From an optimization exercise on the open Yosys and OpenROAD flow, aimed at small area and a short achievable clock period; shortcuts taken in it are not production practice.
No activity file was given, so power comes from the tool's default toggle rates.

==> flow/design.v <==
module ALU
  (input [31:0] ALUA,
    input [31:0] ALUB,
    input [3:0] ALUControl,
    input ALUFlagIn,
    input Clk,
    output reg [31:0] ALUResult,
    output reg [3:0] ALUFlags);
  wire [31:0] A = ALUA, B = ALUB;
  wire [3:0] op = ALUControl;
  wire f = ALUFlagIn;
  wire arith = (op[3:2] == 2'b00);
  wire o_sub = (op == 4'h1);
  wire o_inc = (op == 4'h2);
  wire o_dec = (op == 4'h3);
  wire o_and = (op == 4'h4);
  wire o_or  = (op == 4'h5);
  wire o_not = (op == 4'h6);
  wire o_xor = (op == 4'h7);
  wire o_shr = (op == 4'h8);
  wire o_shl = (op == 4'h9);
  wire [31:0] Y;
  assign Y[0] = o_dec | o_inc | (B[0] ^ o_sub);
  assign Y[31:1] = {31{o_dec}} | ({31{~o_inc & ~o_dec}} & (B[31:1] ^ {31{o_sub}}));
  wire [31:0] S, C;
  assign S[0] = A[0] ^ Y[0] ^ o_sub;
  assign C[0] = (A[0] & Y[0]) | (o_sub & (A[0] ^ Y[0]));
  assign S[31:1] = A[31:1] ^ Y[31:1];
  assign C[31:1] = A[31:1] & Y[31:1];
  wire [31:0] p, g;
  assign p = S ^ {C[30:0], 1'b0};
  assign g = {S[31:1] & C[30:0], S[0] & f};
  wire [31:0] gl [0:5];
  wire [31:0] pl [0:5];
  assign gl[0] = g;
  assign pl[0] = p;
  genvar l, i;
  generate
    for (l = 0; l < 5; l = l + 1) begin : lev
      for (i = 0; i < 32; i = i + 1) begin : bt
        if ((i >> l) & 1) begin : comb
          localparam integer j = ((i >> l) << l) - 1;
          assign gl[l+1][i] = gl[l][i] | (pl[l][i] & gl[l][j]);
          assign pl[l+1][i] = pl[l][i] & pl[l][j];
        end else begin : pass
          assign gl[l+1][i] = gl[l][i];
          assign pl[l+1][i] = pl[l][i];
        end
      end
    end
  endgenerate
  wire [32:0] c = {gl[5], f};
  wire [31:0] sum = p ^ c[31:0];
  wire v32 = c[32] ^ C[31];        
  function [31:0] rev(input [31:0] x);
    integer k;
    for (k = 0; k < 32; k = k + 1) rev[k] = x[31-k];
  endfunction
  wire big = |B[31:5];
  wire [4:0] n = B[4:0];
  wire [31:0] X = op[0] ? rev(A) : A;
  wire [31:0] s0 = n[0] ? {f, X[31:1]} : X;
  wire [31:0] s1 = n[1] ? {{2{f}}, s0[31:2]} : s0;
  wire [31:0] s2 = n[2] ? {{4{f}}, s1[31:4]} : s1;
  wire [31:0] s3 = n[3] ? {{8{f}}, s2[31:8]} : s2;
  wire [31:0] s4 = n[4] ? {{16{f}}, s3[31:16]} : s3;
  wire fb = f & (op[0] | ((n == 5'd0) & (B[31:6] == 26'd0)));
  wire [31:0] sh = big ? {32{fb}} : s4;
  wire sflag = ~big & A[~n];
  wire [31:0] R = ({32{arith}} & sum)
                | ({32{o_and}} & (A & B))
                | ({32{o_or}}  & (A | B))
                | ({32{o_not}} & (f ? ~B : ~A))
                | ({32{o_xor}} & (A ^ B))
                | ({32{o_shr}} & sh)
                | ({32{o_shl}} & rev(sh));
  wire Z = ~|R;
  wire bz = ~|B;
  wire az = ~|A;
  wire [3:0] F;
  assign F[3] = (o_sub & (v32 ^ bz)) | (o_dec & v32);
  assign F[2] = ((op == 4'h0) | o_inc) & v32 | ((o_shr | o_shl) & sflag);
  assign F[1] = Z & ~(op[3] & (op[2] | op[1]));
  assign F[0] = (o_sub & ~bz & (~v32 | (f & Z))) | (o_dec & az);
  always @(posedge Clk) begin
    ALUResult <= R;
    ALUFlags <= F;
  end
endmodule
Settings: LEC_CHECK=0, CAP_MARGIN=20, CORE_MARGIN=2, CORE_UTILIZATION=40, SLEW_MARGIN=20; clock period 11.5 ns.
run.sh (not shown) runs the stock make flow with config.mk's settings and CLKGATE_MAP_FILE= SYNTH_SCRIPT=/design/flow/synth_recipe.tcl, a recipe that flattens the netlist after the stock synthesis.
Rerun with:
==> flow/flow/run.sh (new file) <==
#!/bin/bash
# The standard layout, with Yosys's full/half adder extraction turned off
# (ADDER_MAP_FILE empty) so that ABC maps the whole datapath itself.
set -euo pipefail
bash standard.sh ADDER_MAP_FILE= finish > flow_make.log 2>&1
==> flow/standard.sh (new file) <==
#!/bin/bash
# synth_recipe.tcl (not shown) runs the flow's synth.tcl, then flattens the netlist and writes it again
# the make line also repeats each setting of config.mk as NAME=value (left out here)
make -C /OpenROAD-flow-scripts/flow DESIGN_CONFIG=/design/flow/config.mk WORK_HOME=/design/flow/orfs CLKGATE_MAP_FILE= SYNTH_SCRIPT=/design/flow/synth_recipe.tcl "${@:-finish}"
Settings changed: ABC_AREA from default to 1, SETUP_SLACK_MARGIN from default to 5.
removed: flow/run.sh
Result: Power decreases by about 14%; global-route usage increases by 2.7 points; utilization increases by 0.63 points; cell area decreases by about 12%; setup slack gets better by 2500 ps; synthesized cell count increases by 36%; area after synthesis decreases by 14%.
Function was not checked in any run of this note: the RTL went through the layout flow alone.

re-timing with driven ports:
The flow's constraints put no driver on any port. The routed layouts listed below were extracted and timed again, unchanged, in two steps.
Step 1: set_driving_cell puts a clkbuf_16 on Clk and a buf_2 on each other input, an assumption about the parent block.
Step 2 times the ports against the registers' clock, not the clock port: input delays grow and output delays shrink by t, the midpoint of the rising clock arrivals with the driver on.
Slacks: no drivers / after step 1 / after step 2; pairs: no drivers / after step 1.
run	t (ns)	setup slack, ns	latest minus earliest clock arrival (ns)
the first run	0.302	2.808 / 2.801 / 2.499	0.003 / 0.004
the second run	0.340	5.295 / 5.314 / 4.974	0.007 / 0.007
After both steps every run listed still meets setup and hold. For the second run, which loses most, drivers alone change the setup slack by +0.019 ns; drivers and shift together by -0.321 ns.
